Source: an optimization exercise on an open RTL-to-GDS flow (aim: small area, a short achievable clock period and few clock cycles per item). Production flows keep margins and buffers that such runs may drop.
In this exercise RTL edits were held to simulation tests only and were not proved equivalent to the original.
Power figures rest on the tool's default switching activity, not on a simulated workload.

==> inputs of v2 <==
## mmult
module mmult(
    input clk,
    input reset_n,
    input enable,
    input [0:9*8-1] A_mat,
    input [0:9*8-1] B_mat,
    output valid,
    output reg [0:9*17-1] C_mat
);
clock: 11.0 ns
lec_check: 0
cap_margin: 20
core_margin: 2
core_utilization: 40
cts_cluster_diameter: 100
cts_cluster_size: 24
slew_margin: 20
standard.sh (not shown) runs the stock make flow with config.mk's settings and CLKGATE_MAP_FILE= SYNTH_SCRIPT=/design/flow/synth_recipe.tcl, a recipe that flattens the netlist after the stock synthesis.
==> flow/flow/run.sh <==
#!/bin/bash
# Standard layout, with these changes: Yosys's "abc -fast" pre-pass is skipped
# (so the full adders extract with clean polarity), the port buffers are the
# smallest plain buffer instead of the delay buffer buffer_ports picks, and
# timing repair aims for 6.6 ns of setup slack instead of 0.
export SYNTH_ARGS=-noabc
export BUFFER_PORTS_ARGS="-buffer_cell sky130_fd_sc_hd__buf_1"
export SETUP_SLACK_MARGIN=6.6
bash standard.sh > standard.log 2>&1
==> inputs of v10, as changes to v2 <==
==> flow/flow/run.sh (replaced) <==
#!/bin/bash
# Standard layout (the standard.sh), with these changes:
# - Yosys's "abc -fast" pre-pass is skipped, so the full adders extract with
#   clean polarity (no inverters between them);
# - the port buffers are the smallest plain buffer instead of the delay buffer
#   buffer_ports picks;
# - timing repair aims for 0 ns of setup slack in floorplan and 6.8 ns after
#   placement, instead of 0. The clock, period and constraints are unchanged.
set -e
export SYNTH_ARGS=-noabc
export BUFFER_PORTS_ARGS="-buffer_cell sky130_fd_sc_hd__buf_1"
export SETUP_SLACK_MARGIN=0
bash standard.sh synth floorplan > standard_synth_floorplan.log 2>&1
export SETUP_SLACK_MARGIN=6.8

bash standard.sh > standard.log 2>&1
--- a/flow/config.mk
+++ b/flow/config.mk
@@ -9,5 +9,3 @@
 export CORE_MARGIN = 2
 export CORE_UTILIZATION = 40
-export CTS_CLUSTER_DIAMETER = 100
-export CTS_CLUSTER_SIZE = 24
 export SLEW_MARGIN = 20
==> summary of the runs <==
Of v2 and v10, v10 has the higher critical path depth (gap 7). In v2 the global-route usage is lower than in v10, by 0.48 points. Of v10 and v2, v10 has the higher register-to-register slack (gap 0.11 ns). Between v2 and v10, the lower power is in v2 (gap 12%, measured against v10). Via count: v2 is smaller than v10 (2.3%). Clock skew: v10 is lower than v2 (0.0035 ns). In sequential power, v10 and v2 hardly differ. Against v10, the clock power of v2 is smaller by about 28%. Core utilization: v10 is higher than v2 (2.6 points).
==> figures <==
FF+latch area: v2 6270 um2; v10 6310 um2
Global router's overall resource usage: v2 0.215; v10 0.220
Critical Path AT: v2 4.79 ns; v10 4.58 ns
Final core utilization: v2 0.446; v10 0.472
Clock network power: v2 961 uW; v10 1330 uW
Final std cells w/o fill: v2 4088; v10 4145
Total power consumption of the routed design: v2 8170 uW; v10 9320 uW
Count of instances resized after the clock tree is built: v2 22; v10 76
Buf+Inv Stages, Crit Path: v2 3; v10 1
Worst supply voltage drop on vdd: v2 0.146 mV; v10 0.147 mV
Status: v2 complete, no violations; v10 complete, no violations
Cell-internal power: v2 4170 uW; v10 5010 uW
Leakage: v2 0.0144 uW; v10 0.0150 uW
Part of the power in the clock network: v2 0.118; v10 0.143
Sequential portion of the cell area: v2 0.197; v10 0.188
Power per Cell Area: v2 257 nW/um2; v10 277 nW/um2
Longest individual stage delay on the worst path: v2 0.59 ns; v10 0.58 ns
Critical Path Fanout Max: v2 90; v10 12
Layout-to-synthesis area ratio: v2 1.110x; v10 1.173x
Worst setup path category: v2 input pin to flip-flop; v10 flip-flop to flip-flop
Testbench counts of v2, summed over its fixed seeds: cycles 2,048, items 512.
Testbench counts of v10, summed over its fixed seeds: cycles 2,048, items 512.

==> 10-14 <==
mmult, a different RTL version from the one above (not shown whole).
==> flow/config.mk <==
export PLATFORM = sky130hd
export DESIGN_NAME = mmult
export DESIGN_NICKNAME = mmult
export VERILOG_FILES = /design/flow/design.v
export SDC_FILE = /design/flow/constraint.sdc
export NUM_CORES = 4
export LEC_CHECK = 0
export CAP_MARGIN = 20
export CORE_MARGIN = 2
export CORE_UTILIZATION = 40
export CTS_CLUSTER_DIAMETER = 150
export CTS_CLUSTER_SIZE = 20
export SLEW_MARGIN = 20
==> flow/constraint.sdc <==
create_clock -name core_clock -period 11.0 [get_ports {clk}]
set_input_delay 2.2000 -clock core_clock [delete_from_list [all_inputs] [get_ports {clk}]]
set_output_delay 2.2000 -clock core_clock [all_outputs]
set_load 0.01 [all_outputs]
==> flow/flow/run.sh <==
#!/bin/bash
# Standard layout, with these changes: Yosys's "abc -fast" pre-pass is skipped
# (so the full adders extract with clean polarity), the port buffers are the
# smallest plain buffer instead of the delay buffer buffer_ports picks, and
# timing repair aims for 6.6 ns of setup slack instead of 0.
export SYNTH_ARGS=-noabc
export BUFFER_PORTS_ARGS="-buffer_cell sky130_fd_sc_hd__buf_1"
export SETUP_SLACK_MARGIN=6.6
bash standard.sh > standard.log 2>&1
==> 05-04 (differences from 10-14) <==
--- a/flow/config.mk
+++ b/flow/config.mk
@@ -9,3 +9,3 @@
 export CORE_MARGIN = 2
-export CORE_UTILIZATION = 40
+export CORE_UTILIZATION = 55
 export CTS_CLUSTER_DIAMETER = 150
==> 03-28 (differences from 10-14) <==
--- a/flow/config.mk
+++ b/flow/config.mk
@@ -10,4 +10,2 @@
 export CORE_UTILIZATION = 40
-export CTS_CLUSTER_DIAMETER = 150
-export CTS_CLUSTER_SIZE = 20
 export SLEW_MARGIN = 20
==> comparison table <==
item	10-14	03-28	05-04
Status	finished clean	finished clean	finished clean
Final-layout clock-cell area share	0.01676	0.04037	0.01708
Max Clock Freq	234.7 MHz	235.3 MHz	233.9 MHz
Total area of sequential cells	6236 um2	6236 um2	6241 um2
Clk slew on worst S/H paths	0.10 ns	0.06 ns	0.10 ns
Data required time at the worst endpoint	11.48 ns	11.42 ns	11.44 ns
Pwr Density	276.4 nW/um2	287.4 nW/um2	281.6 nW/um2
DP Wirelength	58.97 mm	58.97 mm	58.48 mm
Share of total power in sequential cells	0.177	0.166	0.175
Worst skew pair latency	0.56 ns	0.58 ns	0.56 ns
Routability congestion estimate	0.9125	0.9125	0.9809
Combined area of the multi-input logic cells	20290 um2	20310 um2	20310 um2
Proportion of layout cells with a drive suffix above 1	0.03922	0.05297	0.03829
Initial core utilization	0.4045	0.4045	0.5561
Testbench counts of 10-14, summed over its fixed seeds: cycles 2,048, items 512.
Testbench counts of 05-04, summed over its fixed seeds: cycles 2,048, items 512.
Testbench counts of 03-28, summed over its fixed seeds: cycles 2,048, items 512.

==> build 35 <==
RTL: one of the versions met above, not the one the previous note started from.
make LEC_CHECK=0 CAP_MARGIN=20 CORE_MARGIN=2 CORE_UTILIZATION=40 SLEW_MARGIN=20 finish   # period 11.0 ns
run.sh (not shown) runs the stock make flow with config.mk's settings and CLKGATE_MAP_FILE= SYNTH_SCRIPT=/design/flow/synth_recipe.tcl, a recipe that flattens the netlist after the stock synthesis.
Stock flow here: none of the scripts above is used.
==> trial 1: changes against build 35 <==
==> flow/flow/run.sh (new file) <==
#!/bin/bash
# Standard layout, with these changes: Yosys's "abc -fast" pre-pass is skipped
# (so the full adders extract with clean polarity), the port buffers are the
# smallest plain buffer instead of the delay buffer buffer_ports picks, and
# timing repair aims for 6.5 ns of setup slack instead of 0.
export SYNTH_ARGS=-noabc
export BUFFER_PORTS_ARGS="-buffer_cell sky130_fd_sc_hd__buf_1"
export SETUP_SLACK_MARGIN=6.5
bash standard.sh > standard.log 2>&1
==> flow/standard.sh (new file) <==
#!/bin/bash
# synth_recipe.tcl (not shown) runs the flow's synth.tcl, then flattens the netlist and writes it again
# the make line also repeats each setting of config.mk as NAME=value (left out here)
make -C /OpenROAD-flow-scripts/flow DESIGN_CONFIG=/design/flow/config.mk WORK_HOME=/design/flow/orfs CLKGATE_MAP_FILE= SYNTH_SCRIPT=/design/flow/synth_recipe.tcl "${@:-finish}"
--- a/flow/config.mk
+++ b/flow/config.mk
@@ -9,3 +9,4 @@
 export CORE_MARGIN = 2
 export CORE_UTILIZATION = 40
+export CTS_BUF_LIST = sky130_fd_sc_hd__clkbuf_4
 export SLEW_MARGIN = 20
removed: flow/run.sh
==> trial 47: changes against build 35 <==
==> flow/flow/run.sh (new file) <==
#!/bin/bash
# Standard layout (the standard.sh), with these changes:
# - Yosys's "abc -fast" pre-pass is skipped, so the full adders extract with
#   clean polarity (no inverters between them);
# - the port buffers are the smallest plain buffer instead of the delay buffer
#   buffer_ports picks;
# - timing repair aims for 0 ns of setup slack in floorplan and 7.5 ns after
#   placement, instead of 0. The clock, period and constraints are unchanged.
# After placement the repair only uses these moves: unbuffer,sizeup,swap.
set -e
export SYNTH_ARGS=-noabc
export BUFFER_PORTS_ARGS="-buffer_cell sky130_fd_sc_hd__buf_1"
export SETUP_SLACK_MARGIN=0
bash standard.sh synth floorplan > standard_synth_floorplan.log 2>&1
export SETUP_SLACK_MARGIN=7.5
export SETUP_MOVE_SEQUENCE=unbuffer,sizeup,swap
bash standard.sh > standard.log 2>&1
==> flow/standard.sh (new file) <==
#!/bin/bash
# synth_recipe.tcl (not shown) runs the flow's synth.tcl, then flattens the netlist and writes it again
# the make line also repeats each setting of config.mk as NAME=value (left out here)
make -C /OpenROAD-flow-scripts/flow DESIGN_CONFIG=/design/flow/config.mk WORK_HOME=/design/flow/orfs CLKGATE_MAP_FILE= SYNTH_SCRIPT=/design/flow/synth_recipe.tcl "${@:-finish}"
removed: flow/run.sh
==> summary of the runs <==
- In trial 47 the sequential share of layout area is lower than in trial 1, by 1.6 points.
- Combinational power: trial 47 > build 35 > trial 1.
- Non-clock buffer count is the same in trial 1 and trial 47.
- Via count, highest first: build 35, trial 1, trial 47.
- Maximum frequency, lowest first: build 35, trial 1, trial 47.
Testbench counts of build 35, summed over its fixed seeds: cycles 2,048, items 512.
Testbench counts of trial 1, summed over its fixed seeds: cycles 2,048, items 512.
Testbench counts of trial 47, summed over its fixed seeds: cycles 2,048, items 512.

[static timing again, ports no longer ideal]
No port has a modelled driver above. Below, the same layouts with a new extraction and two added sets of constraints. Step 1, drivers: a clkbuf_16 drives clk and a buf_2 each remaining input, both assumed. Step 2 moves the port delays by t, midway between the first and last clock arrival at a register: inputs arrive t later, outputs are due t later. That takes back most of the time a late clock gives input paths. Three values: no drivers, after step 1, after step 2; two values: the first two.
| run | t (ns) | slack for setup (ns) | worst setup path after step 2 |
|---|---|---|---|
| v2 | 0.639 | 6.736 / 6.747 / 6.137 | input to register |
| v10 | 0.643 | 6.859 / 6.859 / 6.365 | input to register |
| 10-14 | 0.604 | 6.739 / 6.739 / 6.491 | input to register |
| 05-04 | 0.605 | 6.724 / 6.724 / 6.188 | input to register |
| 03-28 | 0.619 | 6.751 / 6.751 / 6.467 | input to register |
| build 35 | 0.641 | 5.856 / 5.856 / 5.811 | input to register |
| trial 1 | 0.928 | 6.664 / 6.664 / 5.939 | input to register |
| trial 47 | 0.640 | 6.874 / 6.874 / 6.654 | input to register |
After both steps setup and hold are still met in every run listed. For trial 1, which loses most, drivers alone change the setup slack by 0.000 ns; drivers and shift together by -0.725 ns.
